Source: an optimization exercise on an open RTL-to-GDS flow (aim: small area). Production flows keep margins and buffers that such runs may drop.
The RTL was checked by simulation tests, not by an equivalence proof against the original design.
No activity file was given, so power comes from the tool's default toggle rates.

<file path="design/flow/config.mk">
export PLATFORM = sky130hd
export DESIGN_NAME = fifo
export DESIGN_NICKNAME = fifo
export VERILOG_FILES = /design/flow/design.v
export SDC_FILE = /design/flow/constraint.sdc
export NUM_CORES = 4
export LEC_CHECK = 0
export CAP_MARGIN = 20
export CORE_MARGIN = 2
export CORE_UTILIZATION = 40
export CTS_BUF_LIST = sky130_fd_sc_hd__clkbuf_4
export CTS_CLUSTER_DIAMETER = 100
export CTS_CLUSTER_SIZE = 40
export SLEW_MARGIN = 20
export SYNTH_HIERARCHICAL = 1
export SYNTH_MINIMUM_KEEP_SIZE = 0
</file>
<file path="design/flow/constraint.sdc">
create_clock -name core_clock -period 5.0 [get_ports {clk}]
set_input_delay 1.0000 -clock core_clock [delete_from_list [all_inputs] [get_ports {clk}]]
set_output_delay 1.0000 -clock core_clock [all_outputs]
set_load 0.01 [all_outputs]
</file>
<file path="design/flow/design.v">
module fifo (
  input  logic       clk, rst,
  input  logic       wr, rd,
  input  logic [7:0] data_in,
  output logic [7:0] data_out,
  output logic       full, empty
);
  logic [7:0] mem [16];
  logic [4:0] r;
  logic all1_2, all1_3, all1_4, all0_2, all0_3, all0_4;
  logic do_wr, do_rd, rst_n;
  logic [4:0] t, nxt;
  fifo_and2  u_a2 (.a(r[0]), .b(r[1]), .y(all1_2));
  fifo_and3  u_a3 (.a(r[0]), .b(r[1]), .c(r[2]), .y(all1_3));
  fifo_and4  u_a4 (.a(r[0]), .b(r[1]), .c(r[2]), .d(r[3]), .y(all1_4));
  fifo_nor2  u_z2 (.a(r[0]), .b(r[1]), .y(all0_2));
  fifo_nor3  u_z3 (.a(r[0]), .b(r[1]), .c(r[2]), .y(all0_3));
  fifo_nor4  u_z4 (.a(r[0]), .b(r[1]), .c(r[2]), .d(r[3]), .y(all0_4));
  fifo_andn  u_full (.a(all1_4), .b(r[4]), .y(full));      
  assign empty = r[4];
  fifo_andn  u_wr (.a(wr), .b(full), .y(do_wr));           
  fifo_and1n2 u_rd (.a(rd), .b(r[4]), .c(do_wr), .y(do_rd));  
  fifo_or2   u_t0 (.a(do_wr), .b(do_rd), .y(t[0]));
  fifo_ao22  u_t1 (.a1(do_wr), .a2(r[0]),   .b1(do_rd), .b2(~r[0]), .y(t[1]));
  fifo_ao22  u_t2 (.a1(do_wr), .a2(all1_2), .b1(do_rd), .b2(all0_2), .y(t[2]));
  fifo_ao22  u_t3 (.a1(do_wr), .a2(all1_3), .b1(do_rd), .b2(all0_3), .y(t[3]));
  fifo_ao22  u_t4 (.a1(do_wr), .a2(all1_4), .b1(do_rd), .b2(all0_4), .y(t[4]));
  fifo_inv   u_rstn (.a(rst), .y(rst_n));
  for (genvar k = 0; k < 5; k++) begin : g_nxt
    logic x;
    fifo_xnor2 u_x (.a(r[k]), .b(t[k]), .y(x));
    fifo_nand2 u_n (.a(x), .b(rst_n), .y(nxt[k]));        
  end
  always_ff @(posedge clk) begin
    if (do_wr) begin
      mem[0] <= data_in;
      for (int i = 1; i < 16; i++) mem[i] <= mem[i-1];
    end
  end
  logic [15:0] sel;
  fifo_dec16 u_dec (.a(r[3:0]), .y(sel));
  logic [7:0] head;
  for (genvar b = 0; b < 8; b++) begin : g_bit
    logic [15:0] m;
    for (genvar i = 0; i < 16; i++) begin : g_m
      assign m[i] = mem[i][b];
    end
    fifo_mux16 u_mux (.s(sel), .d(m), .y(head[b]));
  end
  always_ff @(posedge clk) begin
    if (do_rd) data_out <= head;
  end
  always_ff @(posedge clk) r <= nxt;
endmodule
module fifo_dec16 (
  input  logic [3:0]  a,
  output logic [15:0] y
);
  logic [3:0] an;
  logic [3:0] lo_n, hi_n;
  for (genvar k = 0; k < 4; k++) begin : g_inv
    fifo_inv u (.a(a[k]), .y(an[k]));
  end
  for (genvar j = 0; j < 4; j++) begin : g_pre
    fifo_nand2 u_lo (.a(j[0] ? a[0] : an[0]), .b(j[1] ? a[1] : an[1]), .y(lo_n[j]));
    fifo_nand2 u_hi (.a(j[0] ? a[2] : an[2]), .b(j[1] ? a[3] : an[3]), .y(hi_n[j]));
  end
  for (genvar i = 0; i < 16; i++) begin : g_out
    fifo_nor2 u (.a(lo_n[i % 4]), .b(hi_n[i / 4]), .y(y[i]));
  end
endmodule
module fifo_mux16 (
  input  logic [15:0] s,
  input  logic [15:0] d,
  output logic        y
);
  logic [5:0] t;   
  for (genvar k = 0; k < 5; k++) begin : g_aoi
    fifo_aoi222 u (.a1(s[3*k]), .a2(d[3*k]), .b1(s[3*k+1]), .b2(d[3*k+1]),
                   .c1(s[3*k+2]), .c2(d[3*k+2]), .y(t[k]));
  end
  fifo_nand2 u_last (.a(s[15]), .b(d[15]), .y(t[5]));
  logic t012;
  fifo_and3  u_and (.a(t[0]), .b(t[1]), .c(t[2]), .y(t012));
  fifo_nand4 u_out (.a(t012), .b(t[3]), .c(t[4]), .d(t[5]), .y(y));
endmodule
module fifo_aoi222 (input logic a1, a2, b1, b2, c1, c2, output logic y);
  assign y = ~((a1 & a2) | (b1 & b2) | (c1 & c2));
endmodule
module fifo_nand2 (input logic a, b, output logic y);
  assign y = ~(a & b);
endmodule
module fifo_nor2 (input logic a, b, output logic y);
  assign y = ~(a | b);
endmodule
module fifo_inv (input logic a, output logic y);
  assign y = ~a;
endmodule
module fifo_and3 (input logic a, b, c, output logic y);
  assign y = a & b & c;
endmodule
module fifo_nand4 (input logic a, b, c, d, output logic y);
  assign y = ~(a & b & c & d);
endmodule
module fifo_and2 (input logic a, b, output logic y);
  assign y = a & b;
endmodule
module fifo_and4 (input logic a, b, c, d, output logic y);
  assign y = a & b & c & d;
endmodule
module fifo_nor3 (input logic a, b, c, output logic y);
  assign y = ~(a | b | c);
endmodule
module fifo_nor4 (input logic a, b, c, d, output logic y);
  assign y = ~(a | b | c | d);
endmodule
module fifo_andn (input logic a, b, output logic y);
  assign y = a & ~b;
endmodule
module fifo_and1n2 (input logic a, b, c, output logic y);
  assign y = a & ~b & ~c;
endmodule
module fifo_or2 (input logic a, b, output logic y);
  assign y = a | b;
endmodule
module fifo_ao22 (input logic a1, a2, b1, b2, output logic y);
  assign y = (a1 & a2) | (b1 & b2);
endmodule
module fifo_xnor2 (input logic a, b, output logic y);
  assign y = ~(a ^ b);
endmodule
</file>
<file path="design/flow/run.sh">
#!/bin/bash
# synth_recipe.tcl (not shown) runs the flow's synth.tcl, then flattens the netlist and writes it again
# the make line also repeats each setting of config.mk as NAME=value (left out here)
make -C /OpenROAD-flow-scripts/flow DESIGN_CONFIG=/design/flow/config.mk WORK_HOME=/design/flow/orfs CLKGATE_MAP_FILE= SYNTH_SCRIPT=/design/flow/synth_recipe.tcl finish
</file>
==> results of run 1 <==
## cell families after synthesis
kind of cell	after synthesis	share of synthesized area, %
DFF	141	83.4
xor gates and xnor gates	5	0.873
and+or+nand+nor	63	6.63
AOI/OAI and AO/OA	44	8.68
buffers and inverters	6	0.449
## power groups by stage
stage          combinational (mW)  clock [mW]  sequential (mW)
3_5_place_dp                0.471           0             1.78
2_1_floorplan               0.321           0             1.74
3_3_place_gp                0.464           0             1.76
6_report                    0.471       0.815             1.75
4_1_cts                     0.472       0.839             1.75
5_1_grt                     0.520       0.891             1.78
## worst max path at each step
stage           end  slack, ps  cells past startpoint
4_1_cts        full       1820                      3
6_report       full       1880                      3
5_1_grt        full       1740                      3
3_3_place_gp   r[2]       2130                      6
2_1_floorplan  r[0]        890                      5
3_5_place_dp   r[1]       2060                      6
## per-module statistics from Yosys, one instance, submodules excluded, excerpt
module	cell area, µm²	cells	flops+latches	copies in the design
fifo	4190	142	141	1
fifo_and1n2	12.5	1	0	1
fifo_and2	6.26	1	0	1
fifo_and3	6.26	1	0	9
fifo_andn	13.8	1	0	2
fifo_aoi222	10.0	1	0	40
fifo_nor2	3.75	1	0	17
fifo_nor4	12.5	1	0	1
fifo_xnor2	8.76	1	0	5
## layer usage
layer / GRT usage [%] / wire length, µm / up-vias
li1: - / - / 1213
met1: 20.3 / 4150 / 1305
met2: 18.5 / 3940 / 76
met3: 3.61 / 452 / 4
met4: 5.95 / 46 / 0
met5: 0 / 0 / -
## layout make-up
class,instances,area [µm²],share of cell area (%)
Sequential cell,141,4180,72.4
Tap cell,168,210,3.64
Clock buffer,18,135,2.34
Clock inverter,14,193,3.33
Inverter,6,22.5,0.390
Multi-Input combinational cell,112,812,14.0
Timing Repair Buffer,23,225,3.90
## sequential cells by signal, indices dropped and copies added (netlist names)
signal,cells
mem,128
data_out,8
r,5
## critical path, cell delays in order (launching register included)
cell and delay (ps):
dfxtp_1 610, and4_1 300, nor2b_4 180, clkdlybuf4s50_1 550
## metrics by stage
stage,hold slack (ps),setup WS [ps]
final,455,1880
after global routing,463,1740
after CTS,458,1820
after detailed placement,435,2060
after global placement,427,2130
after floorplan,425,893
## cell usage in the layout (no fill, tap or decap)
cell,count
bufinv_16,4
clkinv_4,1
edfxtp_1,136
buf_4,2
and4_1,1
clkinvlp_4,5
a22o_1,4
nor4_2,1
inv_1,6
a222oi_1,40
nand2_1,21
nor2_1,17
clkdlybuf4s50_1,21
nor3b_2,1
dfxtp_1,5
or2_1,1
clkbuf_4,18
clkinv_2,1
clkinv_1,1
nor2b_4,2
and3_1,9
nand4_1,8
xnor2_1,5
and2_1,1
nor3_2,1
inv_6,2
==> flow_metrics.tcl, run 1 <==
set metrics [dict create \
    crit_required_ps 4000 \
    combinationalPowerShare_pct 15.5 \
    viasPerCell 5.39 \
    ff2ff_path_depth 7 \
    irDropWorstVdd_mv 0.251 \
    critPathLaunchType "register" \
    hold_buffers 0 \
    dieArea_um2 13500 \
    ys_warn_count 8 \
    cts_resized 0 \
    num-nets-final 313 \
    synth-main-ff-cell "edfxtp_1" \
    num_antenna_cells 0 \
    cts_buffers 17 \
    antenna_found_initial 0 \
    core_um2 12100 \
    firstDrtPassIters 5 \
    rr_startpoint "r[0]" \
    place.gp.congestion 0.702 \
    globalRoute.totalOverflow 0 \
    min_period_ps 3120 \
    internal_power_mw 2.21 \
    synth_common_cells "edfxtp_1, a222oi_1, nand2_1, nor2_1, and3_1" \
    critPathLaunch "r[0]" \
    min_from "mem[4][4]" \
    crit_type "reg -> out" \
    fill_cells 1069 \
    worstSkewPairLatency_ps 500 \
    yosys-top-cells-area "edfxtp_1, a222oi_1, dfxtp_1, nand2_1, nor2_1" \
    ctsLongestPathBuffers 2 \
    finalNonFillerCells 482 \
    seq_power_share_pct 57.7 \
    dieHeight_um 116 \
    synthArstFlopShare_pct 0 \
    rsz0062_at_grt "no" \
    synth_edf_count 136 \
    p_switching_mw 0.835 \
    place_inst 450 \
    rr_endpoint "r[3]" \
    finalHoldViolations 0 \
    clk_pin_slew_ps 120 \
    syn_area_um2 5020 \
    post_cts_buffers 0 \
    critPathMaxFanout 12 \
    pwr-share-clk_pct 26.8 \
    cts.sinks 141 \
    hpwlAfterDp_um 5520 \
    gr-usage-all-layers_pct 13.5 \
    port_buffers 21 \
    ant_nets 0 \
    worstSetupEndpointType "output port" \
    seq_area_frac_synth_pct 83.4 \
    fmax_ghz 0.320 \
    power_mw 3.04 \
    status "timing/DRC/antenna clean" \
    grt_pass1_vias 2474 \
    setup_tns_ps 0 \
    netlist.area_leader.share_pct 81.4 \
    start_util_pct 41.4 \
    synth_cell_types 17 \
    p_leak_nw 1.88 \
    timing.slew.headroom_pct 38.0 \
    ff2ff_setup_slack_ps 2550 \
    routed_wl_um 8590 \
    fin_area_um2 5780 \
    chipWidth_um 116 \
    tightestPinTransition_ps 925 \
    drtIter0Drc 368 \
    finalMaxSlewViolations 0 \
    min_to "mem[5][4]" \
    io_pins 22 \
    cap_violations 0 \
    p_per_area_nw_per_um2 526 \
    synth_top_area_cell "edfxtp_1" \
    synth.avg_cell_area_um2 19.4 \
    grt_pass1_wl_um 13500 \
    cts_tree "built" \
    synth_nets 271 \
    drc 0 \
    holdPathStages 0 \
    root_buffer "clkbuf_4" \
    grt_max_degree 68 \
    htreeDepth 4 \
    synth-seq-cells 141 \
    wl_per_cell_um 17.8 \
    worstPathArrival_ps 2120 \
    period_share_pct 62.4 \
    drive_above_1_share_pct 12.1 \
    skew_ps 12.3 \
    syn-instance-count 259 \
    final_core_util_pct 47.7 \
    place_area_um2 5450 \
    min_path_type "reg -> reg" \
    finalSetupViolations 0 \
    yosysMostFrequentCell "edfxtp_1" \
    rows 40 \
    vias 2598 \
    synthToLayoutAreaGrowth_pct 15.2 \
    swShare_pct 27.5 \
]
==> run 2, diff against run 1 <==
==> design/flow/flow/run.sh (new file) <==
#!/bin/bash
# Layout flow: the standard ORFS flow (standard.sh) with these changes:
#  - port buffers use the smallest buffer (buf_1),
#  - clock tree synthesis without dummy loads, on clkbuf_8.
set -euo pipefail
export BUFFER_PORTS_ARGS="-buffer_cell sky130_fd_sc_hd__buf_1"
export CTS_ARGS="-sink_clustering_enable -repair_clock_nets -dont_use_dummy_load -buf_list sky130_fd_sc_hd__clkbuf_8"
bash standard.sh finish > standard_finish.log 2>&1
==> design/flow/standard.sh (new file) <==
#!/bin/bash
# synth_recipe.tcl (not shown) runs the flow's synth.tcl, then flattens the netlist and writes it again
# the make line also repeats each setting of config.mk as NAME=value (left out here)
make -C /OpenROAD-flow-scripts/flow DESIGN_CONFIG=/design/flow/config.mk WORK_HOME=/design/flow/orfs CLKGATE_MAP_FILE= SYNTH_SCRIPT=/design/flow/synth_recipe.tcl "${@:-finish}"
==> design/flow/config.mk (replaced) <==
export PLATFORM = sky130hd
export DESIGN_NAME = fifo
export DESIGN_NICKNAME = fifo
export VERILOG_FILES = /design/flow/design.v
export SDC_FILE = /design/flow/constraint.sdc
export NUM_CORES = 4
export LEC_CHECK = 0
export CAP_MARGIN = 20
export CORE_MARGIN = 2
export CORE_UTILIZATION = 70
export PLACE_DENSITY = 0.8
export SLEW_MARGIN = 20
export SYNTH_HIERARCHICAL = 1
export SYNTH_MINIMUM_KEEP_SIZE = 0
removed: design/flow/run.sh
==> flow_metrics.tcl, run 2 <==
set metrics [dict create \
    place.gp.congestion 0.812 \
    finalSetupViolations 0 \
    synthMuxAreaShare_pct 0 \
    netlist.area_leader.share_pct 81.4 \
    rsz0062_at_grt "no" \
    root_buffer "clkbuf_8" \
    synth_compound_area_share_pct 8.68 \
    hold_buffers 0 \
    ys_warn_count 8 \
    period_share_pct 55.3 \
    grt_pass1_wl_um 13000 \
    place_inst 378 \
    core_um2 6870 \
    place_area_um2 5230 \
    wl_per_cell_um 20.6 \
    firstDrtPassIters 7 \
    synth_top_family_by_area "compound AO/OA/AOI/OAI gates" \
    yosysMostFrequentCell "edfxtp_1" \
    grt_pass1_vias 2535 \
    gr-usage-all-layers_pct 23.3 \
    synth-seq-cells 141 \
    synth-main-ff-cell "edfxtp_1" \
    cts_buffers 17 \
    num-nets-final 313 \
    chipWidth_um 88.7 \
    cap_violations 0 \
    start_util_pct 73.1 \
    fin_area_um2 5470 \
    fmax_ghz 0.362 \
    finalMaxSlewViolations 0 \
    worstSkewPairLatency_ps 420 \
    synthToLayoutAreaGrowth_pct 8.93 \
    worstSetupEndpointType "register" \
    finalHoldViolations 0 \
    antenna_found_initial 0 \
    worstPathArrival_ps 2800 \
    timing.slew.headroom_pct 31.6 \
    clk_pin_slew_ps 70 \
    crit_slowest_cell "buf_4" \
    rows 30 \
    vias 2654 \
    synth_xor_area_share_pct 0.873 \
    reg_top3 "mem x128, data_out x8, r x5" \
    synth_cell_types 17 \
    largest_reg_flops 128 \
    synth_edf_count 136 \
    final_cell_mix "edfxtp_1, a222oi_1, nand2_1, buf_1" \
    seq_area_frac_synth_pct 83.4 \
    drc 0 \
    cts_resized 0 \
    min_path_type "reg -> reg" \
    viasPerCell 6.72 \
    synth_nets 271 \
    ctsLongestPathBuffers 2 \
    synth_top_area_cell "edfxtp_1" \
    critPathMaxFanout 70 \
    cts_tree "built" \
    min_period_ps 2760 \
    critPathLaunchType "register" \
    crit_type "reg -> reg" \
    drive_above_1_share_pct 8.03 \
    grt_max_degree 71 \
    syn_area_um2 5020 \
    tightestPinTransition_ps 1020 \
    final_common_cell "edfxtp_1" \
    p_per_area_nw_per_um2 519 \
    synthSimpleGateAreaFrac_pct 6.63 \
    hpwlAfterDp_um 5210 \
    port_buffers 21 \
    critPathMaxStageDelay_ps 770 \
    htreeDepth 4 \
    drtIter0Drc 424 \
    io_pins 22 \
    post_cts_buffers 0 \
    skew_ps 18.3 \
    crit_required_ps 5040 \
    crit_chain "and4_1, nor2b_4, nor2b_4, buf_4, buf_4" \
    dieHeight_um 88.7 \
    ant_nets 0 \
    status "timing/DRC/antenna clean" \
    cts.sinks 141 \
    p_leak_nw 1.78 \
    synthAdderAreaFrac_pct 0 \
    top_register "mem" \
    num_antenna_cells 0 \
    yosys-top-cells-area "edfxtp_1, a222oi_1, dfxtp_1, nand2_1, nor2_1" \
    dieArea_um2 7860 \
    syn-instance-count 259 \
    routed_wl_um 8130 \
    synth.avg_cell_area_um2 19.4 \
    finalNonFillerCells 395 \
    synth_common_cells "edfxtp_1, a222oi_1, nand2_1, nor2_1, and3_1" \
    power_mw 2.84 \
    setup_tns_ps 0 \
    irDropWorstVdd_mv 0.292 \
    globalRoute.totalOverflow 0 \
    synthArstFlopShare_pct 0 \
]
-- run 2: cell counts after synthesis --
No cell type changed its count.
-- run 2: final timing paths --
kind | depth (start not counted) | to | slack, ps | startpoint
worst min-delay path | 0 | mem[7][7] | 450 | mem[6][7]
worst max register to register | 5 | mem[11][6] | 2240 | r[0]
worst min register to register | 0 | mem[7][7] | 450 | mem[6][7]
worst max-delay path | 5 | mem[11][6] | 2240 | r[0]
-- run 2: metrics by stage --
| stage | hold slack [ps] | setup WS (ps) | utilization, % |
|---|---|---|---|
| 2_1_floorplan | 425 | 893 | - |
| 3_3_place_gp | 427 | 1990 | 76.2 |
| 3_5_place_dp | 435 | 1900 | 76.2 |
| 4_1_cts | 442 | 2240 | 79.6 |
| 5_1_grt | 453 | 2020 | 79.6 |
| 6_report | 446 | 2240 | 79.6 |
-- run 2: modules after synthesis (local to each module, per instance), excerpt --
| module | flip-flops and latches | cells inside |
|---|---|---|
| fifo_nand2 | 0 | 1 |
| fifo_aoi222 | 0 | 1 |
| fifo_and2 | 0 | 1 |
| fifo_nor2 | 0 | 1 |
| fifo_andn | 0 | 1 |
| fifo_ao22 | 0 | 1 |
| fifo_nor4 | 0 | 1 |
| fifo_or2 | 0 | 1 |
| fifo_nand4 | 0 | 1 |
| fifo_xnor2 | 0 | 1 |
| fifo_and1n2 | 0 | 1 |
-- run 2: layout make-up --
class                   instances  area, µm²
well taps                      96        120
multi-input cells             112        812
repair buffers                 23       93.8
inverters                       6       22.5
flip-flops and latches        141       4180
clock buffers                  17        234
fillers                       371       1400
-- run 2: cell families after synthesis --
family	count (synthesis)
flip-flops	141
AND/OR/NAND/NOR	63
AO/OA/AOI/OAI	44
buffers and inverters	6
XOR/XNOR	5
-- run 2: metal layers --
metal / vias up / track usage, % / wire length [µm]
met2: 137 / 32.6 / 3900
met1: 1324 / 34.1 / 3580
li1: 1188 / - / -
met3: 5 / 8.30 / 592
met4: 0 / 9.50 / 70
met5: - / 0 / 0
-- run 2: power by group --
group / internal (mW) / switching (mW) / total (mW)
sequential: 1.62 / 0.134 / 1.76
combinational: 0.161 / 0.287 / 0.448
clock: 0.299 / 0.333 / 0.632
total: 2.08 / 0.754 / 2.84
-- run 2: worst max-delay path: cells and delay by family, from the launching register on --
family / cells / cell delay, ps
buffers and inverters: 2 / 1410
DFF: 1 / 430
and+or+nand+nor: 3 / 510
==> run 3, diff against run 2 <==
==> design/flow/flow/run.sh (replaced) <==
#!/bin/bash
# Layout flow: the standard ORFS flow (standard.sh) with these changes:
#  - port buffers use the smallest buffer (buf_1),
#  - clock tree synthesis without dummy loads, on clkbuf_4 to 16.
set -euo pipefail
export BUFFER_PORTS_ARGS="-buffer_cell sky130_fd_sc_hd__buf_1"
export CTS_ARGS="-sink_clustering_enable -repair_clock_nets -dont_use_dummy_load -buf_list {sky130_fd_sc_hd__clkbuf_4 sky130_fd_sc_hd__clkbuf_8 sky130_fd_sc_hd__clkbuf_16}"
bash standard.sh finish > standard_finish.log 2>&1
==> flow_metrics.tcl, run 3 <==
set metrics [dict create \
    chipWidth_um 88.7 \
    timing.slew.headroom_pct 31.0 \
    tightestPinTransition_ps 1030 \
    ctsLongestPathBuffers 2 \
    p_leak_nw 1.87 \
    synth-seq-cells 141 \
    drive_above_1_share_pct 8.03 \
    synth_top_area_cell "edfxtp_1" \
    firstDrtPassIters 6 \
    gr-usage-all-layers_pct 23.7 \
    synth_cell_types 17 \
    syn_area_um2 5020 \
    crit_chain "and4_1, nor2b_4, nor2b_4, buf_4, buf_4" \
    place.gp.congestion 0.812 \
    syn-instance-count 259 \
    min_period_ps 2770 \
    p_per_area_nw_per_um2 560 \
    cts_resized 0 \
    seq_area_frac_synth_pct 83.4 \
    hpwlAfterDp_um 5210 \
    num-nets-final 313 \
    ys_warn_count 8 \
    crit_slowest_cell "buf_4" \
    grt_pass1_wl_um 13200 \
    core_um2 6870 \
    setup_tns_ps 0 \
    reg_top3 "mem x128, data_out x8, r x5" \
    synthToLayoutAreaGrowth_pct 12.5 \
    fill_cells 349 \
    synth-main-ff-cell "edfxtp_1" \
    cts.sinks 141 \
    io_pins 22 \
    drtIter0Drc 546 \
    clk_pin_slew_ps 50 \
    cap_violations 0 \
    yosysMostFrequentCell "edfxtp_1" \
    synth_common_cells "edfxtp_1, a222oi_1, nand2_1, nor2_1, and3_1" \
    grtUsageMet2_pct 35.6 \
    yosys-top-cells-area "edfxtp_1, a222oi_1, dfxtp_1, nand2_1, nor2_1" \
    fmax_ghz 0.361 \
    critPathMaxFanout 70 \
    viasPerCell 6.86 \
    top_register "mem" \
    wl_per_cell_um 21.7 \
    htreeDepth 4 \
    finalMaxSlewViolations 0 \
    grt_util_met1_pct 32.9 \
    grt_max_degree 71 \
    rows 30 \
    skew_ps 15.7 \
    period_share_pct 55.4 \
    cts_buffers 17 \
    synth_edf_count 136 \
    largest_reg_flops 128 \
    path_buf_inv 2 \
    rsz0062_at_grt "no" \
    dieArea_um2 7860 \
    routed_wl_um 8590 \
    dieHeight_um 88.7 \
    vias 2709 \
    drc 0 \
    status "timing/DRC/antenna clean" \
    top_usage_layer "met2" \
    finalHoldViolations 0 \
    crit_type "reg -> reg" \
    ant_nets 0 \
    post_cts_buffers 0 \
    irDropWorstVdd_mv 0.497 \
    critPathLaunchType "register" \
    cts_tree "built" \
    finalSetupViolations 0 \
    worstSetupEndpointType "register" \
    final_cell_mix "edfxtp_1, a222oi_1, nand2_1, buf_1, nor2_1" \
    synth.avg_cell_area_um2 19.4 \
    grt_pass1_vias 2569 \
    worstSkewPairLatency_ps 510 \
    root_buffer "clkbuf_8" \
    num_antenna_cells 0 \
    critPathMaxStageDelay_ps 760 \
    worstPathArrival_ps 2890 \
    synthArstFlopShare_pct 0 \
    synth_nets 271 \
    start_util_pct 73.1 \
    hold_buffers 0 \
    critPathTopFamily "buffers and inverters" \
    crit_required_ps 5120 \
    final_common_cell "edfxtp_1" \
    netlist.area_leader.share_pct 81.4 \
    port_buffers 21 \
    min_path_type "reg -> reg" \
    hold_slack_ps 442 \
    globalRoute.totalOverflow 0 \
    antenna_found_initial 0 \
    use_met3_pct 8.77 \
]
-- run 3: cell types whose count changed in the layout (fill, tap and decap cells not counted) --
cell and change:
clkbuf_16 +16, clkbuf_8 -16
-- run 3: layout make-up --
| cell class | count | area (µm²) | area share [%] |
|---|---|---|---|
| multi-input combinational | 112 | 812 | 14.4 |
| clock buffer | 17 | 414 | 7.33 |
| sequential | 141 | 4180 | 74.1 |
| timing repair buffer | 23 | 93.8 | 1.66 |
| tap | 96 | 120 | 2.13 |
| inverter | 6 | 22.5 | 0.399 |
-- run 3: worst paths after layout --
kind | startpoint | endpoint | slack, ps | depth (start not counted)
worst max-delay path | r[0] | mem[6][6] | 2230 | 5
worst min-delay path | mem[9][7] | mem[10][7] | 440 | 0
worst max register to register | r[0] | mem[6][6] | 2230 | 5
worst min register to register | mem[9][7] | mem[10][7] | 440 | 0
-- run 3: routing by layer --
metal	part of all wire, %	up-vias
met5	0	-
met4	0.84	0
met3	9.4	11
met2	49	170
met1	41	1336
li1	-	1192
-- run 3: report_power, final --
group / total (mW) / internal [mW] / switching [mW]
clock network: 0.945 / 0.562 / 0.382
logic: 0.451 / 0.161 / 0.291
registers: 1.77 / 1.63 / 0.140
total: 3.16 / 2.35 / 0.813
-- run 3: Yosys stat by module (local to each module, per instance), excerpt --
module       flip-flops and latches  cells
fifo_or2                          0      1
fifo_and1n2                       0      1
fifo_nand4                        0      1
fifo_andn                         0      1
fifo_aoi222                       0      1
fifo_ao22                         0      1
fifo_and3                         0      1
-- run 3: through the flow --
stage	total power [mW]	util (%)	instances	worst slack, ps	instance area, µm²
CTS	3.17	82.2	395	2250	5650
detailed placement	2.22	76.2	378	1900	5230
finish	3.16	82.2	395	2230	5650
floorplan	2.07	-	259	893	5020
global route	3.29	82.2	395	2020	5650
global placement	2.18	76.2	378	1990	5230
-- run 3: cells by family after synthesis --
logic type | share of synthesized area (%)
DFF | 83.4
xor gates and xnor gates | 0.873
buffers and inverters | 0.449
and+or+nand+nor | 6.63
AOI/OAI and AO/OA | 8.68
==> run 4, diff against run 3 <==
==> design/flow/flow/run.sh (replaced) <==
#!/bin/bash
# Layout flow: the standard ORFS flow (standard.sh) with these changes:
#  - port buffers use the smallest buffer (buf_1),
#  - clock tree synthesis without dummy loads, on clkbuf_4.
set -euo pipefail
export BUFFER_PORTS_ARGS="-buffer_cell sky130_fd_sc_hd__buf_1"
export CTS_ARGS="-sink_clustering_enable -repair_clock_nets -dont_use_dummy_load -buf_list sky130_fd_sc_hd__clkbuf_4"
bash standard.sh finish > standard_finish.log 2>&1
--- a/design/flow/config.mk
+++ b/design/flow/config.mk
@@ -7,8 +7,8 @@
 export LEC_CHECK = 0
 export CAP_MARGIN = 20
 export CORE_MARGIN = 2
-export CORE_UTILIZATION = 70
-export PLACE_DENSITY = 0.8
+export CORE_UTILIZATION = 85
+export PLACE_DENSITY = 0.92
 export SLEW_MARGIN = 20
 export SYNTH_HIERARCHICAL = 1
 export SYNTH_MINIMUM_KEEP_SIZE = 0
==> flow_metrics.tcl, run 4 <==
set metrics [dict create \
    io_pins 22 \
    synth.avg_cell_area_um2 19.4 \
    stop_stage "3_5_place_dp" \
    synth-main-ff-cell "edfxtp_1" \
    synth_cell_types 17 \
    chipWidth_um 80.8 \
    hpwlAfterDp_um 8680 \
    synth_top_area_cell "edfxtp_1" \
    synthArstFlopShare_pct 0 \
    yosys-top-cells-area "edfxtp_1, a222oi_1, dfxtp_1, nand2_1, nor2_1" \
    start_util_pct 89.5 \
    seq_area_frac_synth_pct 83.4 \
    synth_common_cells "edfxtp_1, a222oi_1, nand2_1, nor2_1, and3_1" \
    syn_area_um2 5020 \
    synth_nets 271 \
    synth_edf_count 136 \
    yosysMostFrequentCell "edfxtp_1" \
    synth-seq-cells 141 \
    place.gp.congestion 0.842 \
    netlist.area_leader.share_pct 81.4 \
    port_buffers 21 \
    dieHeight_um 80.8 \
    ys_warn_count 8 \
    syn-instance-count 259 \
    error_line "[ERROR DPL-0033] detailed placement checks failed during check placement." \
    status "stopped before the end" \
    rows 27 \
]
[run 4: how the worst max path moves through the flow]
| stage | to | slack (ps) |
|---|---|---|
| global placement | mem[0][4] | 2090 |
| floorplan | r[0] | 890 |
[run 4: per-stage QoR]
step	hold WS [ps]	instance area, µm²	setup WS, ps
3_3_place_gp	427	5200	2090
2_1_floorplan	425	5020	893
[run 4: kinds of logic after synthesis]
kind of cell / Yosys count / share of synthesized area, %
buffers and inverters: 6 / 0.449
DFF: 141 / 83.4
and+or+nand+nor: 63 / 6.63
AOI/OAI and AO/OA: 44 / 8.68
xor gates and xnor gates: 5 / 0.873
[run 4: power by group through the flow]
stage	clock network [mW]	logic, mW	registers (mW)
floorplan	0	0.321	1.74
global placement	0	0.424	1.76
[run 4: per-module statistics from Yosys, one instance, submodules excluded, a selection]
module | copies in the design | area, µm²
fifo_and1n2 | 1 | 12.5
fifo_nor4 | 1 | 12.5
fifo_or2 | 1 | 6.26
fifo_andn | 2 | 13.8
fifo_inv | 5 | 3.75
fifo_nand4 | 8 | 6.26
fifo_ao22 | 4 | 8.76
fifo_and4 | 1 | 8.76
fifo_and3 | 9 | 6.26
fifo_nor2 | 17 | 3.75
fifo_nor3 | 1 | 10.0
fifo_nand2 | 21 | 3.75
fifo | 1 | 4190
fifo_aoi222 | 40 | 10.0
fifo_and2 | 1 | 6.26
==> run 5, diff against run 4 <==
--- a/design/flow/config.mk
+++ b/design/flow/config.mk
@@ -7,8 +7,8 @@
 export LEC_CHECK = 0
 export CAP_MARGIN = 20
 export CORE_MARGIN = 2
-export CORE_UTILIZATION = 85
-export PLACE_DENSITY = 0.92
+export CORE_UTILIZATION = 70
+export PLACE_DENSITY = 0.8
 export SLEW_MARGIN = 20
 export SYNTH_HIERARCHICAL = 1
 export SYNTH_MINIMUM_KEEP_SIZE = 0
==> flow_metrics.tcl, run 5 <==
set metrics [dict create \
    status "timing/DRC/antenna clean" \
    dieArea_um2 7860 \
    holdPathStages 0 \
    cts_buffers 17 \
    synth_common_cells "edfxtp_1, a222oi_1, nand2_1, nor2_1, and3_1" \
    synth_cell_types 17 \
    yosys-top-cells-area "edfxtp_1, a222oi_1, dfxtp_1, nand2_1, nor2_1" \
    ff2ff_setup_slack_ps 2230 \
    num_antenna_cells 0 \
    post-place-ws_ps 1900 \
    root_buffer "clkbuf_4" \
    finalHoldViolations 0 \
    min_period_ps 2770 \
    top_usage_layer "met1" \
    wl_per_cell_um 20.2 \
    min_path_type "reg -> reg" \
    drc 0 \
    rsz0062_at_grt "no" \
    critPathMaxFanout 70 \
    gr-usage-all-layers_pct 22.9 \
    top_register "mem" \
    hpwlAfterDp_um 5210 \
    reg_top3 "mem x128, data_out x8, r x5" \
    core_um2 6870 \
    firstDrtPassIters 5 \
    synth_compound_area_share_pct 8.68 \
    globalRoute.totalOverflow 0 \
    synthToLayoutAreaGrowth_pct 6.81 \
    grt_pass1_wl_um 12800 \
    htreeDepth 4 \
    irDropWorstVdd_mv 0.278 \
    worstSkewPairLatency_ps 510 \
    synth_top_family_by_area "compound AO/OA/AOI/OAI gates" \
    synthSimpleGateAreaFrac_pct 6.63 \
    synth.avg_cell_area_um2 19.4 \
    place.gp.congestion 0.812 \
    place_area_um2 5230 \
    worstPathArrival_ps 2890 \
    synth_edf_count 136 \
    cts_tree "built" \
    post_cts_buffers 0 \
    fmax_ghz 0.361 \
    dieHeight_um 88.7 \
    fin_ws_ps 2230 \
    ys_warn_count 8 \
    routed_wl_um 7990 \
    seq_area_frac_synth_pct 83.4 \
    p_leak_nw 1.74 \
    critPathLaunchType "register" \
    antenna_found_initial 0 \
    use_met3_pct 8.86 \
    synth-main-ff-cell "edfxtp_1" \
    final_common_cell "edfxtp_1" \
    clk_pin_slew_ps 90 \
    synthMuxAreaShare_pct 0 \
    syn-instance-count 259 \
    chipWidth_um 88.7 \
    ant_nets 0 \
    grt_util_met1_pct 33.3 \
    synthArstFlopShare_pct 0 \
    yosysMostFrequentCell "edfxtp_1" \
    viasPerCell 6.68 \
    p_per_area_nw_per_um2 498 \
    worstSetupEndpointType "register" \
    setup_tns_ps 0 \
    rr_endpoint "mem[0][6]" \
    critPathMaxStageDelay_ps 770 \
    num-nets-final 313 \
    finalSetupViolations 0 \
    final_cell_mix "edfxtp_1, a222oi_1, nand2_1, buf_1" \
    min_to "mem[7][6]" \
    grt_pass1_vias 2517 \
    rr_startpoint "r[0]" \
    synth-seq-cells 141 \
    period_share_pct 55.4 \
    io_pins 22 \
    start_util_pct 73.1 \
    synth_xor_area_share_pct 0.873 \
    cap_violations 0 \
    finalMaxSlewViolations 0 \
    crit_type "reg -> reg" \
    port_buffers 21 \
    crit_required_ps 5120 \
    largest_reg_flops 128 \
    cts.sinks 141 \
    syn_area_um2 5020 \
    tightestPinTransition_ps 1020 \
    ctsLongestPathBuffers 2 \
    grt_max_degree 71 \
    synth_top_area_cell "edfxtp_1" \
    drive_above_1_share_pct 8.03 \
    synthAdderAreaFrac_pct 0 \
    ff2ff_path_depth 5 \
    rows 30 \
    crit_chain "and4_1, nor2b_4, nor2b_4, buf_4, buf_4" \
    synth_nets 271 \
    cts_resized 0 \
    fin_area_um2 5360 \
    hold_buffers 0 \
    vias 2637 \
    netlist.area_leader.share_pct 81.4 \
    min_from "mem[6][6]" \
    timing.slew.headroom_pct 31.5 \
    grtUsageMet2_pct 32.2 \
    skew_ps 28.2 \
    drtIter0Drc 437 \
    crit_slowest_cell "buf_4" \
]
[run 5: cell counts after synthesis]
Identical to the previous run, type by type.
[run 5: per-layer routing]
metal,part of all wire [%],up-vias
li1,-,1195
met4,1.4,0
met3,7.5,17
met5,0,-
met1,43,1303
met2,48,122
[run 5: area by class of cell]
type | instances | area, µm²
repair buffers | 23 | 93.8
fillers | 390 | 1510
flip-flops and latches | 141 | 4180
clock buffers | 17 | 128
well taps | 96 | 120
multi-input cells | 112 | 812
inverters | 6 | 22.5
[run 5: cells by family (layout without fill, tap and decap cells)]
family | Yosys count | after routing
xor+xnor | 5 | 5
simple gates | 63 | 63
flops | 141 | 141
compound gates | 44 | 44
buf+inv | 6 | 46
[run 5: through the flow]
step / util, % / hold WS (ps) / power, mW / std cells
final: 78.0 / 446 / 2.67 / 395
after global routing: 78.0 / 456 / 2.80 / 395
after CTS: 78.0 / 446 / 2.68 / 395
after detailed placement: 76.2 / 435 / 2.22 / 378
after global placement: 76.2 / 427 / 2.18 / 378
after floorplan: - / 425 / 2.07 / 259
[run 5: worst max-delay path: cells and delay by family, from the launching register on]
kind                   cells  cell delay, ps
buffers and inverters      2            1400
DFF                        1             430
and+or+nand+nor            3             510
[run 5: worst max-delay path by stage]
stage	start	end
3_5_place_dp	wr	mem[10][6]
2_1_floorplan	wr	r[0]
3_3_place_gp	wr	mem[11][6]
4_1_cts	r[0]	mem[8][6]
5_1_grt	r[0]	mem[11][6]
6_report	r[0]	mem[0][6]
[run 5: where the power goes]
part           internal, mW  leakage (nW)  switching, mW
Sequential             1.62          1.36          0.134
Combinational         0.161         0.301          0.287
Clock                 0.156        0.0782          0.311
[run 5: per-module statistics from Yosys, one instance, submodules excluded, excerpt]
module	area (µm²)	flip-flops and latches
fifo_nor3	10.0	0
fifo_inv	3.75	0
fifo_and2	6.26	0
fifo_ao22	8.76	0
fifo_xnor2	8.76	0
fifo_nand4	6.26	0
fifo_and4	8.76	0
fifo_nand2	3.75	0
==> run 6, diff against run 5 <==
==> design/flow/flow/run.sh (replaced) <==
#!/bin/bash
# Layout flow: the standard ORFS flow (standard.sh) with these changes:
#  - port buffers use the smallest buffer (buf_1),
#  - before the placement resizer, every combinational cell is set to its
#    smallest drive strength (downsize.tcl); repair_design then adds what
#    slew and capacitance limits need,
#  - clock tree synthesis without dummy loads, on clkbuf_4.
set -euo pipefail
export BUFFER_PORTS_ARGS="-buffer_cell sky130_fd_sc_hd__buf_1"
export PRE_RESIZE_TCL="$PWD/flow/downsize.tcl"
export CTS_ARGS="-sink_clustering_enable -repair_clock_nets -dont_use_dummy_load -buf_list sky130_fd_sc_hd__clkbuf_4"
bash standard.sh finish > standard_finish.log 2>&1
==> design/flow/flow/downsize.tcl (new file) <==
# Set every combinational cell to the smallest drive strength of its type;
# repair_design then adds back the drive that slew and capacitance need.
set n 0
foreach inst [get_cells *] {
  set m [get_property $inst ref_name]
  if {![regexp {^(sky130_fd_sc_hd__[a-z0-9]+)_([0-9]+)$} $m -> base sz]} { continue }
  if {$sz == 1} { continue }
  if {[regexp {__(df|edf|sdf|dl|clk|tap|fill|decap|conb)} $base]} { continue }
  set lc [get_lib_cells -quiet */${base}_1]
  if {[llength $lc] == 0} { continue }
  puts "downsize [get_full_name $inst] $m -> ${base}_1"
  replace_cell $inst [lindex $lc 0]
  incr n
}
puts "downsized $n cells"
--- a/design/flow/config.mk
+++ b/design/flow/config.mk
@@ -7,8 +7,8 @@
 export LEC_CHECK = 0
 export CAP_MARGIN = 20
 export CORE_MARGIN = 2
-export CORE_UTILIZATION = 70
-export PLACE_DENSITY = 0.8
+export CORE_UTILIZATION = 78
+export PLACE_DENSITY = 0.88
 export SLEW_MARGIN = 20
 export SYNTH_HIERARCHICAL = 1
 export SYNTH_MINIMUM_KEEP_SIZE = 0
==> flow_metrics.tcl, run 6 <==
set metrics [dict create \
    hpwlAfterDp_um 6170 \
    p_per_area_nw_per_um2 508 \
    finalHoldViolations 0 \
    min_from "mem[13][4]" \
    io_pins 22 \
    tightestPinTransition_ps 666 \
    num-nets-final 317 \
    finalSetupViolations 0 \
    worstSkewPairLatency_ps 500 \
    worstPathArrival_ps 3250 \
    netlist.area_leader.share_pct 81.4 \
    min_period_ps 3070 \
    crit_required_ps 5180 \
    grt_max_degree 39 \
    post_cts_buffers 0 \
    hold_buffers 0 \
    grt_pass1_wl_um 15100 \
    rows 29 \
    critPathLaunchType "register" \
    syn_area_um2 5020 \
    final_common_cell "edfxtp_1" \
    synth_xor_area_share_pct 0.873 \
    combinationalPowerShare_pct 18.3 \
    cts_buffers 17 \
    synthMuxAreaShare_pct 0 \
    drtIter0Drc 621 \
    finalMaxSlewViolations 0 \
    yosys-top-cells-area "edfxtp_1, a222oi_1, dfxtp_1, nand2_1, nor2_1" \
    drc 0 \
    wl_per_cell_um 25.5 \
    synth_common_cells "edfxtp_1, a222oi_1, nand2_1, nor2_1, and3_1" \
    ff2ff_path_depth 7 \
    swShare_pct 28.7 \
    antenna_found_initial 0 \
    dieHeight_um 84.2 \
    internal_power_mw 1.95 \
    core_um2 6280 \
    seq_power_share_pct 64.4 \
    chipWidth_um 84.2 \
    p_leak_nw 1.77 \
    fill_cells 252 \
    synth_compound_area_share_pct 8.68 \
    synthSimpleGateAreaFrac_pct 6.63 \
    holdPathStages 0 \
    cap_violations 0 \
    synth-main-ff-cell "edfxtp_1" \
    drive_above_1_share_pct 7.92 \
    place.gp.congestion 0.772 \
    ctsLongestPathBuffers 2 \
    synthArstFlopShare_pct 0 \
    critPathMaxFanout 38 \
    globalRoute.totalOverflow 0 \
    crit_type "reg -> reg" \
    dieArea_um2 7090 \
    ant_nets 0 \
    port_buffers 21 \
    root_buffer "clkbuf_4" \
    start_util_pct 79.9 \
    worstSetupEndpointType "register" \
    num_antenna_cells 0 \
    timing.slew.headroom_pct 55.5 \
    routed_wl_um 9700 \
    cts.sinks 141 \
    finalNonFillerCells 380 \
    synthToLayoutAreaGrowth_pct 7.35 \
    synth_edf_count 136 \
    final_cell_mix "edfxtp_1, a222oi_1, nand2_1, buf_1" \
    largest_reg_flops 128 \
    regArea_um2 4180 \
    syn-instance-count 259 \
    period_share_pct 61.4 \
    seq_area_frac_synth_pct 83.4 \
    min_to "mem[14][4]" \
    skew_ps 29.0 \
    irDropWorstVdd_mv 0.379 \
    clk_pin_slew_ps 100 \
    synth_cell_types 17 \
    synth_top_area_cell "edfxtp_1" \
    fmax_ghz 0.326 \
    place_inst 363 \
    synth_top_family_by_area "compound AO/OA/AOI/OAI gates" \
    grt_pass1_vias 2770 \
    min_path_type "reg -> reg" \
    rr_startpoint "r[0]" \
    htreeDepth 4 \
    cts_resized 0 \
    multiInputGateArea_um2 786 \
    viasPerCell 7.47 \
    firstDrtPassIters 8 \
    gr-usage-all-layers_pct 29.3 \
    synthAdderAreaFrac_pct 0 \
    synth-seq-cells 141 \
    rr_endpoint "mem[7][4]" \
    setup_tns_ps 0 \
    synth.avg_cell_area_um2 19.4 \
    yosysMostFrequentCell "edfxtp_1" \
    pwr-share-clk_pct 17.4 \
    ys_warn_count 8 \
    ff2ff_setup_slack_ps 1930 \
    vias 2838 \
    synth_nets 271 \
    status "timing/DRC/antenna clean" \
    cts_tree "built" \
    reg_top3 "mem x128, data_out x8, r x5" \
    rsz0062_at_grt "no" \
    top_register "mem" \
    p_switching_mw 0.787 \
]
==> run 6: cell counts after synthesis <==
No cell type changed its count.
==> run 6: cell type report <==
class | count | area share (%)
tap | 77 | 1.79
inverter | 6 | 0.418
sequential | 141 | 77.7
clock buffer | 17 | 2.37
timing repair buffer | 27 | 3.18
multi-input combinational | 112 | 14.6
==> run 6: critical path, stage by stage, from the launching register on <==
cell	delay [ps]
dfxtp_1	440
and4_1	250
nor2b_1	160
nor2b_1	240
buf_2	540
buf_12	300
buf_2	530
buf_16	260
==> run 6: how the worst max path moves through the flow <==
stage	start	slack (ps)	to
after global routing	r[0]	1820	mem[7][0]
after detailed placement	wr	1780	mem[2][4]
after floorplan	wr	890	r[0]
after CTS	r[0]	2000	mem[7][0]
after global placement	wr	2020	mem[3][6]
final	r[0]	1930	mem[7][4]
==> run 6: Yosys stat by module, one instance, submodules excluded, a selection <==
module / flip-flops and latches / area, µm² / times used / cells inside
fifo_nor3: 0 / 10.0 / 1 / 1
fifo_nand4: 0 / 6.26 / 8 / 1
fifo_nor2: 0 / 3.75 / 17 / 1
fifo_and1n2: 0 / 12.5 / 1 / 1
fifo_and2: 0 / 6.26 / 1 / 1
fifo_inv: 0 / 3.75 / 5 / 1
fifo_or2: 0 / 6.26 / 1 / 1
fifo_and3: 0 / 6.26 / 9 / 1
fifo_nor4: 0 / 12.5 / 1 / 1
fifo_nand2: 0 / 3.75 / 21 / 1
fifo_andn: 0 / 13.8 / 2 / 1
fifo_ao22: 0 / 8.76 / 4 / 1
fifo: 141 / 4190 / 1 / 142
==> run 6: metrics by stage <==
stage	power [mW]	util, %	cell area, µm²	hold slack (ps)	setup WS [ps]
after floorplan	2.07	-	5020	425	893
after global placement	2.18	83.0	5210	428	2020
after detailed placement	2.25	83.8	5260	433	1780
after CTS	2.73	85.8	5390	441	2000
after global routing	2.84	85.8	5390	450	1820
final	2.74	85.8	5390	443	1930
==> run 6: power by group through the flow <==
stage | Sequential, mW | Combinational [mW] | Clock (mW)
after floorplan | 1.74 | 0.321 | 0
after global placement | 1.76 | 0.420 | 0
after detailed placement | 1.78 | 0.475 | 0
after CTS | 1.76 | 0.490 | 0.479
after global routing | 1.78 | 0.531 | 0.525
final | 1.76 | 0.501 | 0.475
==> run 6: per-layer routing <==
metal | GRT usage [%] | vias to the layer above | part of all wire (%)
met2 | 45.6 | 225 | 49
met5 | 0 | - | 0
met4 | 11.9 | 0 | 3.6
met3 | 7.77 | 27 | 10
met1 | 41.0 | 1380 | 37
li1 | - | 1206 | -
==> run 6: cells by family after synthesis <==
family	Yosys count
simple gates	63
xor+xnor	5
flops	141
buf+inv	6
compound gates	44
==> run 7, diff against run 6 <==
--- a/design/flow/config.mk
+++ b/design/flow/config.mk
@@ -7,8 +7,8 @@
 export LEC_CHECK = 0
 export CAP_MARGIN = 20
 export CORE_MARGIN = 2
-export CORE_UTILIZATION = 78
-export PLACE_DENSITY = 0.88
+export CORE_UTILIZATION = 70
+export PLACE_DENSITY = 0.8
 export SLEW_MARGIN = 20
 export SYNTH_HIERARCHICAL = 1
 export SYNTH_MINIMUM_KEEP_SIZE = 0
==> flow_metrics.tcl, run 7 <==
set metrics [dict create \
    status "timing/DRC/antenna clean" \
    p_leak_nw 1.75 \
    ctsLongestPathBuffers 2 \
    critPathLaunchType "register" \
    ant_nets 0 \
    ff2ff_setup_slack_ps 1880 \
    crit_required_ps 5160 \
    clk_pin_slew_ps 110 \
    grt_pass1_wl_um 12900 \
    synth.avg_cell_area_um2 19.4 \
    min_path_type "reg -> reg" \
    cap_violations 0 \
    viasPerCell 6.62 \
    pwr-share-clk_pct 17.5 \
    final_core_util_pct 78.3 \
    synthArstFlopShare_pct 0 \
    dieArea_um2 7860 \
    cts_tree "built" \
    cts.sinks 141 \
    crit_type "reg -> reg" \
    synth-main-ff-cell "edfxtp_1" \
    rows 30 \
    finalSetupViolations 0 \
    rr_startpoint "r[0]" \
    drc 0 \
    cts_buffers 17 \
    post_cts_buffers 0 \
    hold_buffers 0 \
    setup_tns_ps 0 \
    ys_warn_count 8 \
    finalNonFillerCells 398 \
    synth_top_area_cell "edfxtp_1" \
    final_common_cell "edfxtp_1" \
    vias 2636 \
    finalHoldViolations 0 \
    port_buffers 21 \
    synth_edf_count 136 \
    core_um2 6870 \
    timing.slew.headroom_pct 52.0 \
    p_per_area_nw_per_um2 497 \
    syn_area_um2 5020 \
    dieHeight_um 88.7 \
    place_inst 381 \
    yosys-top-cells-area "edfxtp_1, a222oi_1, dfxtp_1, nand2_1, nor2_1" \
    min_from "mem[4][5]" \
    globalRoute.totalOverflow 0 \
    synth_cell_types 17 \
    grt_pass1_vias 2556 \
    hold_slack_ps 438 \
    synth_nets 271 \
    combinationalPowerShare_pct 17.1 \
    min_period_ps 3120 \
    largest_reg_flops 128 \
    wl_per_cell_um 20.6 \
    place.gp.congestion 0.812 \
    skew_ps 27.1 \
    root_buffer "clkbuf_4" \
    rsz0062_at_grt "no" \
    reg_top3 "mem x128, data_out x8, r x5" \
    hpwlAfterDp_um 5520 \
    gr-usage-all-layers_pct 23.1 \
    htreeDepth 4 \
    worstSkewPairLatency_ps 490 \
    swShare_pct 27.3 \
    yosysMostFrequentCell "edfxtp_1" \
    top_register "mem" \
    worstSetupEndpointType "register" \
    drive_above_1_share_pct 7.62 \
    irDropWorstVdd_mv 0.274 \
    p_switching_mw 0.729 \
    fin_area_um2 5380 \
    power_mw 2.67 \
    start_util_pct 73.1 \
    seq_power_share_pct 65.4 \
    netlist.area_leader.share_pct 81.4 \
    io_pins 22 \
    routed_wl_um 8200 \
    num-nets-final 316 \
    final_cell_mix "edfxtp_1, a222oi_1, nand2_1, buf_1" \
    finalMaxSlewViolations 0 \
    firstDrtPassIters 8 \
    critPathMaxFanout 38 \
    post-place-ws_ps 1550 \
    drtIter0Drc 449 \
    chipWidth_um 88.7 \
    place_area_um2 5250 \
    syn-instance-count 259 \
    grt_max_degree 39 \
    tightestPinTransition_ps 720 \
    cts_resized 0 \
    synth-seq-cells 141 \
    antenna_found_initial 0 \
    worstPathArrival_ps 3280 \
    critPathLaunch "r[0]" \
    fin_ws_ps 1880 \
    period_share_pct 62.4 \
    synthToLayoutAreaGrowth_pct 7.13 \
    internal_power_mw 1.94 \
    seq_area_frac_synth_pct 83.4 \
    num_antenna_cells 0 \
    fmax_ghz 0.321 \
    synth_common_cells "edfxtp_1, a222oi_1, nand2_1, nor2_1, and3_1" \
]
[run 7: power by group through the flow]
| stage | clock, mW | sequential (mW) | combinational (mW) |
|---|---|---|---|
| 2_1_floorplan | 0 | 1.74 | 0.321 |
| 3_3_place_gp | 0 | 1.76 | 0.427 |
| 3_5_place_dp | 0 | 1.77 | 0.454 |
| 4_1_cts | 0.476 | 1.75 | 0.454 |
| 5_1_grt | 0.522 | 1.77 | 0.503 |
| 6_report | 0.467 | 1.75 | 0.456 |
[run 7: per-module statistics from Yosys (local to each module, per instance), excerpt]
module	flip-flops and latches	copies in the design	cells inside	cell area (µm²)
fifo_aoi222	0	40	1	10.0
fifo_ao22	0	4	1	8.76
fifo_and4	0	1	1	8.76
fifo_and2	0	1	1	6.26
fifo_nand4	0	8	1	6.26
fifo_nor2	0	17	1	3.75
[run 7: cell type report]
type | instances | area, µm²
fillers | 403 | 1490
well taps | 96 | 120
repair buffers | 26 | 136
multi-input cells | 112 | 786
clock buffers | 17 | 128
inverters | 6 | 22.5
flip-flops and latches | 141 | 4180
[run 7: critical path: stages, from the launching register on]
cell and delay (ps):
dfxtp_1 420, and4_1 230, nor2b_1 140, nor2b_1 170, buf_2 570, buf_12 300, buf_2 620, buf_12 300
[run 7: final timing paths]
check	endpoint	cells after the start
setup reg to reg	mem[10][7]	7
hold / removal	mem[5][5]	0
setup / recovery	mem[10][7]	7
hold reg to reg	mem[5][5]	0
[run 7: logic make-up after synthesis]
logic type             count (synthesis)  synth area share, %
AO/OA/AOI/OAI                         44                 8.68
XOR/XNOR                               5                0.873
AND/OR/NAND/NOR                       63                 6.63
buffers and inverters                  6                0.449
flip-flops                           141                 83.4
[run 7: layer usage]
metal	routed length [µm]	part of all wire [%]	vias up	global-route usage (%)
met5	0	0	-	0
met2	3980	49	142	34.7
met1	3490	43	1283	32.3
met4	64	0.78	0	7.85
met3	660	8.0	6	8.21
li1	-	-	1205	-

==> re-timing with driven ports <==
Ports are ideal in the flow. The routed layouts listed here were re-timed in OpenROAD.
Step 1, drivers: a clkbuf_16 drives clk and a buf_2 each remaining input, both assumed.
Step 2, shift: input delay + t, output delay - t, t = (earliest + latest rising clock arrival at the registers) / 2. This alone moves slack from input paths to output paths.
Slacks: ideal ports / drivers / drivers and shift; pairs: ideal ports / drivers.
run	t, ns	setup slack, ns	worst hold slack (ns)
run 1	0.523	1.878 / 1.846 / 2.114	0.455 / 0.455 / 0.455
run 2	0.444	2.236 / 2.236 / 1.916	0.446 / 0.446 / 0.446
run 3	0.532	2.229 / 2.229 / 1.908	0.442 / 0.442 / 0.442
run 5	0.522	2.230 / 2.230 / 1.914	0.446 / 0.446 / 0.446
run 6	0.512	1.929 / 1.929 / 1.662	0.443 / 0.443 / 0.443
run 7	0.504	1.882 / 1.882 / 1.576	0.438 / 0.438 / 0.438
After both steps every run listed still meets setup and hold. For run 3, which loses most, drivers alone change the setup slack by 0.000 ns; drivers and shift together by -0.321 ns.
